From an optimization exercise on the open Yosys and OpenROAD flow, aimed at small area; shortcuts taken in it are not production practice.
Where RTL was checked, it was by simulation tests only, not by an equivalence proof against the original.
The clock input has no modelled driver; a real chip could not lean on it and would need a root buffer or a full tree.
No activity file was given, so power comes from the tool's default toggle rates.

job 101:
// pcie_cq_engine_64_dword
module pcie_cq_engine_64_dword(
  input                               CLK                   ,
  input                               RST_N                 ,
  input      [64-1:0]   M_AXIS_CQ_TDATA       ,
  input                               M_AXIS_CQ_TLAST       ,
  input                               M_AXIS_CQ_TVALID      ,
  input  [88-1:0]   M_AXIS_CQ_TUSER       ,
  input      [64 / 32-1:0]   M_AXIS_CQ_TKEEP       ,
  output                              M_AXIS_CQ_TREADY      ,
  input                       [5:0]   PCIE_CQ_NP_REQ_COUNT  ,
  output                              PCIE_CQ_NO_REQ        ,
  input                               MEM_WR_BUSY           ,
  output     [64-1:0]   MEM_WR_DATA           ,
  output     [32-1:0]   MEM_WR_ADDR           ,
  output     [64 / 8-1:0]   MEM_WR_KEEP           ,
  output                              MEM_WR_VALD           ,
  output                              MEM_WR_ERRO           ,
  output                              MEM_WR_LAST           ,
  output                    [7:0]     st_test
);
Size in the first run: ~120 flip-flops, roughly 280 I/O pins, about 0.0035 mm² of cells after synthesis.
export LEC_CHECK = 0
export CAP_MARGIN = 20
export CORE_MARGIN = 2
export CORE_UTILIZATION = 40
export GPL_TIMING_DRIVEN = 0
export SLEW_MARGIN = 20
create_clock -name core_clock -period 4.0 [get_ports {CLK}]
standard.sh (not shown) runs the stock make flow with config.mk's settings and CLKGATE_MAP_FILE= SYNTH_SCRIPT=/design/flow/synth_recipe.tcl, a recipe that flattens the netlist after the stock synthesis.
==> flow/flow/run.sh <==
#!/bin/bash
# ORFS layout (the standard.sh) with these changes:
#  - synthesis: the standard flow's synthesis script unchanged, except that ABC maps the
#    combinational logic with its area mapper (flow/abc_area_map.script);
#  - 1-unit port buffers;
#  - tie cells kept as synthesised (one per value);
#  - a hand-built clock tree (flow/manual_cts.tcl) instead of TritonCTS.
# All tool output goes to standard_flow.log here (and ORFS's per-step logs
# under orfs/logs).
set -euo pipefail
here=$(pwd)

cat > "$here/own_synth.tcl" <<EOT
# synth_recipe.tcl with ABC's -script argument replaced
proc abc {args} {
  set i [lsearch -exact \$args -script]
  if {\$i >= 0} { set args [lreplace \$args [expr {\$i + 1}] [expr {\$i + 1}] $here/flow/abc_area_map.script] }
  yosys abc {*}\$args
}
source $here/synth_recipe.tcl
EOT
sed "s#SYNTH_SCRIPT=[^ ]*#SYNTH_SCRIPT=$here/own_synth.tcl#" standard.sh > "$here/own_standard.sh"
grep -q "SYNTH_SCRIPT=$here/own_synth.tcl" "$here/own_standard.sh"

export BUFFER_PORTS_ARGS="-buffer_cell sky130_fd_sc_hd__buf_1"
export SKIP_REPAIR_TIE_FANOUT=1
export PRE_CTS_TCL=$here/flow/pre_cts.tcl
export MCTS_ROOT=
export MCTS_LEAF=sky130_fd_sc_hd__clkbuf_16
export MCTS_NLEAF=4
bash "$here/own_standard.sh" finish > "$here/standard_flow.log" 2>&1
Other scripts of this flow, unchanged in this note and not shown: flow/flow/abc_area_map.script, flow/flow/manual_cts.tcl, flow/flow/pre_cts.tcl
Job 101: flow completed, timing, DRC and antenna clean
diff inputs: job 101 => job 102
Settings: removing GPL_TIMING_DRIVEN (formerly 0).
Summary — final cell count, job 102 relative to job 101: lower, by 6. Comparing job 102 with job 101, the overall power consumption came out essentially unchanged. The wire length in job 102 sits about 0.8% above the value recorded for job 101. Sort job 101 and job 102 by sequential group share of total power desc -> top: job 101. Number of placed instances with taps included went down slightly going from job 101 to job 102.
In every run of this note, the design's own scripts or RTL, not TritonCTS, make the clock network.


Setup of old:
pcie_cq_engine_64_dword, a different RTL version from the one above (not shown whole).
Size: roughly 270 cells after synthesis, ~120 flip-flops.
## pcie_cq_engine_64_dword
module pcie_cq_engine_64_dword(
  input                               CLK                   ,
  input                               RST_N                 ,
  input      [64-1:0]   M_AXIS_CQ_TDATA       ,
  input                               M_AXIS_CQ_TLAST       ,
  input                               M_AXIS_CQ_TVALID      ,
  input  [88-1:0]   M_AXIS_CQ_TUSER       ,
  input      [64 / 32-1:0]   M_AXIS_CQ_TKEEP       ,
  output                              M_AXIS_CQ_TREADY      ,
  input                       [5:0]   PCIE_CQ_NP_REQ_COUNT  ,
  output                              PCIE_CQ_NO_REQ        ,
  input                               MEM_WR_BUSY           ,
  output     [64-1:0]   MEM_WR_DATA           ,
  output     [32-1:0]   MEM_WR_ADDR           ,
  output     [64 / 8-1:0]   MEM_WR_KEEP           ,
  output                              MEM_WR_VALD           ,
  output                              MEM_WR_ERRO           ,
  output                              MEM_WR_LAST           ,
  output                    [7:0]     st_test
);
export LEC_CHECK = 0
export CAP_MARGIN = 20
export CORE_MARGIN = 2
export CORE_UTILIZATION = 65
export SLEW_MARGIN = 20
create_clock -name core_clock -period 4.0 [get_ports {CLK}]
==> flow/flow/run.sh <==
#!/bin/bash
# ORFS layout (the standard.sh) with: 1-unit port buffers, tie cells kept as
# synthesised (one per value), and a hand-built two-level clock tree.
set -euo pipefail
here=$(pwd)
export BUFFER_PORTS_ARGS="-buffer_cell sky130_fd_sc_hd__buf_1"
export SKIP_REPAIR_TIE_FANOUT=1
export PRE_CTS_TCL=$here/flow/pre_cts.tcl
export MCTS_ROOT=sky130_fd_sc_hd__clkbuf_4
export MCTS_LEAF=sky130_fd_sc_hd__clkbuf_8
export MCTS_NLEAF=8
bash standard.sh finish > $here/standard_flow.log 2>&1
Other scripts of this flow, unchanged in this note and not shown: flow/flow/manual_cts.tcl, flow/flow/pre_cts.tcl
old got as far as I/O pin placement, where a tool error ended the run.
> inputs changed (old -> new)
Settings: swapping 65 for 40 in CORE_UTILIZATION.
==> comparison <==
- Compared with old, in new synthesized cell count comparable; share of flip-flops with an asynchronous set or reset did not really move; count of cell types in the netlist held.
- new: PASS, flow complete, no timing, DRC or antenna violations
- In the tables for old and new, standard-cell row count reads lower with old.
- Die span in y: old and new compared, lower one is old
- Die extent in x in new is 21 um higher than in old
- old and new ended up with roughly the same synthesized area per cell.
- Changes observed in new relative to old: post-synthesis compound-gate area fraction roughly the same; adder-cell share of the synthesized area neither gained nor lost much; starting utilization of the core area saw a decrease.
- new -> old: xor and xnor area share after synthesis delta 0, exact match
No functional check of the RTL was part of any run of this note. The clock cells of new come from the design's own scripts or RTL, not from TritonCTS.


build 83:
Another version of the RTL of pcie_cq_engine_64_dword (not shown whole).
Size in the first run: roughly 270 cells after synthesis, about 120 flip-flops, ~280 I/O pins.
// pcie_cq_engine_64_dword
module pcie_cq_engine_64_dword(
  input                               CLK                   ,
  input                               RST_N                 ,
  input      [64-1:0]   M_AXIS_CQ_TDATA       ,
  input                               M_AXIS_CQ_TLAST       ,
  input                               M_AXIS_CQ_TVALID      ,
  input  [88-1:0]   M_AXIS_CQ_TUSER       ,
  input      [64 / 32-1:0]   M_AXIS_CQ_TKEEP       ,
  output                              M_AXIS_CQ_TREADY      ,
  input                       [5:0]   PCIE_CQ_NP_REQ_COUNT  ,
  output                              PCIE_CQ_NO_REQ        ,
  input                               MEM_WR_BUSY           ,
  output     [64-1:0]   MEM_WR_DATA           ,
  output     [32-1:0]   MEM_WR_ADDR           ,
  output     [64 / 8-1:0]   MEM_WR_KEEP           ,
  output                              MEM_WR_VALD           ,
  output                              MEM_WR_ERRO           ,
  output                              MEM_WR_LAST           ,
  output                    [7:0]     st_test
);
==> flow/config.mk <==
export PLATFORM = sky130hd
export DESIGN_NAME = pcie_cq_engine_64_dword
export DESIGN_NICKNAME = pcie_cq_engine_64_dword
export VERILOG_FILES = /design/flow/design.v
export SDC_FILE = /design/flow/constraint.sdc
export NUM_CORES = 4
export LEC_CHECK = 0
export CAP_MARGIN = 20
export CORE_MARGIN = 2
export CORE_UTILIZATION = 40
export PLACE_DENSITY = 0.9
export SLEW_MARGIN = 20
==> flow/constraint.sdc <==
create_clock -name core_clock -period 4.0 [get_ports {CLK}]
set_input_delay 0.8000 -clock core_clock [delete_from_list [all_inputs] [get_ports {CLK}]]
set_output_delay 0.8000 -clock core_clock [all_outputs]
set_load 0.01 [all_outputs]
==> flow/flow/run.sh <==
#!/bin/bash
# ORFS layout (the standard.sh) with: 1-unit port buffers, tie cells kept as
# synthesised (one per value), and a hand-built two-level clock tree.
set -euo pipefail
here=$(pwd)
export BUFFER_PORTS_ARGS="-buffer_cell sky130_fd_sc_hd__buf_1"
export SKIP_REPAIR_TIE_FANOUT=1
export PRE_CTS_TCL=$here/flow/pre_cts.tcl
export MCTS_ROOT=
export MCTS_LEAF=sky130_fd_sc_hd__clkbuf_16
export MCTS_NLEAF=4
bash standard.sh finish > $here/standard_flow.log 2>&1
Other scripts of this flow, unchanged in this note and not shown: flow/flow/manual_cts.tcl, flow/flow/pre_cts.tcl
The following lists how build 46 was set up differently from build 83:
- PLACE_DENSITY: 0.9 -> unset
Findings:
Build 46 gives less detailed-routed wire length on met2 than build 83 did.
Status: overall power of the completed layout parity (build 83, build 46)
Comparing worst slack at placement for build 83 and build 46, the smaller number came from build 83.
Compared with build 83, in build 46 worst-case setup margin in the final layout barely changed; worst stage delay on the critical path barely changed; number of synthesized register bits barely changed; fraction of the cycle the final worst path needs barely changed.
diff inputs: build 46 => build 57
- an added PLACE_DENSITY of 0.75
==> comparison <==
- Diff build 46 -> build 57: total power rose by 0.45%; internal power did not really move; global routing met2 resource utilization has increased; detailed route wirelength on metal3 now sits higher.
- Re final-stage net count: no difference whatsoever between build 46 and build 57.
- Between build 46 and build 57, the headroom to the max-slew limit is lower for build 57.
In every run of this note, the design's own scripts or RTL, not TritonCTS, make the clock network.


## 07-13
The RTL this note starts from:
==> flow/design.v <==
`timescale 1ns / 1ps
module pcie_cq_engine_64_dword(
  input                               CLK                   ,
  input                               RST_N                 ,
  input      [64-1:0]   M_AXIS_CQ_TDATA       ,
  input                               M_AXIS_CQ_TLAST       ,
  input                               M_AXIS_CQ_TVALID      ,
  input  [88-1:0]   M_AXIS_CQ_TUSER       ,
  input      [64 / 32-1:0]   M_AXIS_CQ_TKEEP       ,
  output                              M_AXIS_CQ_TREADY      ,
  input                       [5:0]   PCIE_CQ_NP_REQ_COUNT  ,
  output                              PCIE_CQ_NO_REQ        ,
  input                               MEM_WR_BUSY           ,
  output     [64-1:0]   MEM_WR_DATA           ,
  output     [32-1:0]   MEM_WR_ADDR           ,
  output     [64 / 8-1:0]   MEM_WR_KEEP           ,
  output                              MEM_WR_VALD           ,
  output                              MEM_WR_ERRO           ,
  output                              MEM_WR_LAST           ,
  output                    [7:0]     st_test
);
reg   [1:0]   st        ;
reg   [63:0]  rData     ;
reg   [7:0]   rKeep     ;
reg           rDisc     ;    
reg           rVald     ;
reg           rBusy0    ;    
reg           rBusy1    ;    
reg   [30:0]  rAddr     ;    
reg   [10:0]  rLeft     ;    
reg           rFirst    ;    
wire beat  = M_AXIS_CQ_TVALID ;
wire sIdle = ~st[1] & ~st[0]  ;
wire sHdr  =  st[1] & ~st[0]  ;
wire sPay  =  st[1] &  st[0]  ;
wire sWait = ~st[1] &  st[0]  ;
wire hdrOk = (M_AXIS_CQ_TDATA[14:11] == 4'b0001) && (M_AXIS_CQ_TDATA[10:0] != 11'd0) ;
wire fall  = rBusy1 & ~rBusy0 ;
always @(posedge CLK) begin
  if ( !RST_N )
    st <= 2'b00 ;
  else if ( sIdle )
    st <= (beat && M_AXIS_CQ_TUSER[40]) ? 2'b10 : 2'b00 ;
  else if ( sHdr )
    st <= beat ? (hdrOk ? 2'b11 : 2'b00) : 2'b10 ;
  else if ( sPay )
    st <= (beat && M_AXIS_CQ_TLAST) ? 2'b01 : 2'b11 ;
  else
    st <= fall ? 2'b00 : 2'b01 ;
end
always @(posedge CLK) begin
  rVald <= RST_N & sPay & beat ;
end
always @(posedge CLK) begin
  rData  <= M_AXIS_CQ_TDATA        ;
  rKeep  <= M_AXIS_CQ_TUSER[15:8]  ;
  rDisc  <= M_AXIS_CQ_TUSER[41]    ;
  rBusy0 <= MEM_WR_BUSY            ;
  rBusy1 <= rBusy0                 ;
end
wire        step  = beat & ~rFirst ;
wire        left2 = |rLeft[10:1] ;
wire [1:0]  inc   = step ? (left2 ? 2'd2 : {1'b0, rLeft[0]}) : 2'd0 ;
always @(posedge CLK) begin
  if ( !st[1] )                       
    rAddr <= {1'b0, M_AXIS_CQ_TDATA[31:2]} ;
  else
    rAddr <= rAddr + inc ;
end
always @(posedge CLK) begin
  if ( !st[0] )                       
    rLeft <= M_AXIS_CQ_TDATA[10:0] ;
  else
    rLeft <= rLeft - inc ;
end
always @(posedge CLK) begin
  rFirst <= ~st[0] | (rFirst & ~beat) ;
end
assign M_AXIS_CQ_TREADY = 1'b1 ;
assign PCIE_CQ_NO_REQ   = 1'b0 ;
assign st_test          = {6'd0, st} ;
assign MEM_WR_DATA      = rData ;
assign MEM_WR_ADDR      = {1'b0, rAddr} ;
assign MEM_WR_KEEP      = rKeep ;
assign MEM_WR_VALD      = rVald ;
assign MEM_WR_LAST      = ~st[1] ;
assign MEM_WR_ERRO      = ~st[1] & rDisc ;
endmodule
==> flow/config.mk <==
export PLATFORM = sky130hd
export DESIGN_NAME = pcie_cq_engine_64_dword
export DESIGN_NICKNAME = pcie_cq_engine_64_dword
export VERILOG_FILES = /design/flow/design.v
export SDC_FILE = /design/flow/constraint.sdc
export NUM_CORES = 4
export LEC_CHECK = 0
export CAP_MARGIN = 20
export CORE_MARGIN = 2
export CORE_UTILIZATION = 40
export SLEW_MARGIN = 20
==> flow/constraint.sdc <==
create_clock -name core_clock -period 4.0 [get_ports {CLK}]
set_input_delay 0.8000 -clock core_clock [delete_from_list [all_inputs] [get_ports {CLK}]]
set_output_delay 0.8000 -clock core_clock [all_outputs]
set_load 0.01 [all_outputs]
run.sh (not shown) runs the stock make flow with config.mk's settings and CLKGATE_MAP_FILE= SYNTH_SCRIPT=/design/flow/synth_recipe.tcl, a recipe that flattens the netlist after the stock synthesis.
Stock flow here: none of the scripts above is used.
07-13 finished every step from synthesis to the final layout, and the layout passed the timing, design-rule and antenna checks.
The inputs of 10-20 differ from those of 07-13 as listed below.
==> flow/flow/run.sh (new file) <==
#!/bin/bash
# Standard ORFS layout with smaller port buffers and a lighter clock tree.
set -euo pipefail
export BUFFER_PORTS_ARGS="-buffer_cell sky130_fd_sc_hd__buf_1"
export CTS_ARGS="-sink_clustering_enable -repair_clock_nets -dont_use_dummy_load -buf_list {sky130_fd_sc_hd__clkbuf_4 sky130_fd_sc_hd__clkbuf_8}"
bash standard.sh finish > standard_flow.log 2>&1
==> flow/standard.sh (new file) <==
#!/bin/bash
# synth_recipe.tcl (not shown) runs the flow's synth.tcl, then flattens the netlist and writes it again
# the make line also repeats each setting of config.mk as NAME=value (left out here)
make -C /OpenROAD-flow-scripts/flow DESIGN_CONFIG=/design/flow/config.mk WORK_HOME=/design/flow/orfs CLKGATE_MAP_FILE= SYNTH_SCRIPT=/design/flow/synth_recipe.tcl "${@:-finish}"
removed: flow/run.sh
## What came out
- Compare 10-20 and 07-13 | post-cts resize count higher: 10-20
- Looking at clock network power share, 10-20 sits below 07-13.
- From 07-13 to 10-20 the numbers moved as follows: final hold slack level; clock latency of the later-clocked register in the worst-skew pair moved down.
- Compared with 07-13, 10-20 instantiates a smaller number of standard cells.
- Comparing 10-20 and 07-13, the lower switching fraction of total power is on 07-13.


Another version of the RTL of pcie_cq_engine_64_dword (not shown whole).
Size in the first run: ~120 flip-flops, roughly 280 I/O pins, ~3900 µm² of cells after synthesis.
clock: 4.0 ns
lec_check: 0
cap_margin: 20
core_margin: 2
core_utilization: 40
slew_margin: 20
standard.sh (not shown) runs the stock make flow with config.mk's settings and CLKGATE_MAP_FILE= SYNTH_SCRIPT=/design/flow/synth_recipe.tcl, a recipe that flattens the netlist after the stock synthesis.
==> flow/flow/run.sh <==
#!/bin/bash
set -euo pipefail
export BUFFER_PORTS_ARGS="-buffer_cell sky130_fd_sc_hd__buf_1"
export CTS_ARGS="-repair_clock_nets -dont_use_dummy_load -buf_list {sky130_fd_sc_hd__clkbuf_16}"
bash standard.sh finish > standard_flow.log 2>&1
Change:
==> flow/flow/run.sh (replaced) <==
#!/bin/bash
set -euo pipefail
export BUFFER_PORTS_ARGS="-buffer_cell sky130_fd_sc_hd__buf_1"
export CTS_ARGS="-sink_clustering_enable -repair_clock_nets -dont_use_dummy_load -sink_clustering_size 40 -sink_clustering_max_diameter 300 -buf_list {sky130_fd_sc_hd__clkbuf_8 sky130_fd_sc_hd__clkbuf_16}"
bash standard.sh finish > standard_flow.log 2>&1
=> Count of clock-buffer cells in the layout stays the same. Sequential power is about the same. Flip-flop and latch count stays the same. Fmax barely changes. Via count hardly moves. Core utilization goes down by 0.12 points.
No run of this note included a check of the RTL's function; only the layout flow was run.

re-timing with driven ports:
The flow's constraints put no driver on any port. The routed layouts listed below were extracted and timed again, unchanged, in two steps. Step 1 (the two cells are an assumption about what drives the block):
set clk [get_ports {CLK}]
set_driving_cell -lib_cell sky130_fd_sc_hd__clkbuf_16 $clk
set_driving_cell -lib_cell sky130_fd_sc_hd__buf_2 [delete_from_list [all_inputs] $clk]
Step 2, shift: input delay + t, output delay - t, t = (earliest + latest rising clock arrival at the registers) / 2. This alone moves slack from input paths to output paths. Slacks: ideal / step 1 / step 2; pairs: ideal / step 1.
run	shift t [ns]	setup WS [ns]	slew at the worst register clock pin (ns)
job 101	0.239	0.786 / 0.786 / 0.786	0.11 / 0.11
job 102	0.239	0.754 / 0.754 / 0.754	0.11 / 0.11
new	0.500	0.720 / 0.720 / 0.720	0.09 / 0.09
build 83	0.243	0.838 / 0.838 / 0.838	0.11 / 0.11
build 46	0.244	0.837 / 0.837 / 0.837	0.11 / 0.11
build 57	0.246	0.845 / 0.845 / 0.845	0.11 / 0.11
07-13	0.540	0.206 / 0.206 / 0.069	0.06 / 0.06
10-20	0.437	0.236 / 0.236 / 0.236	0.07 / 0.07
the first run of note 5	0.437	0.342 / 0.342 / 0.342	0.05 / 0.05
the second run of note 5	0.536	0.341 / 0.341 / 0.341	0.06 / 0.06
After both steps setup and hold are still met in every run listed. The setup slack of 07-13, which loses most, moves by 0.000 ns with the drivers and by -0.137 ns with both steps.
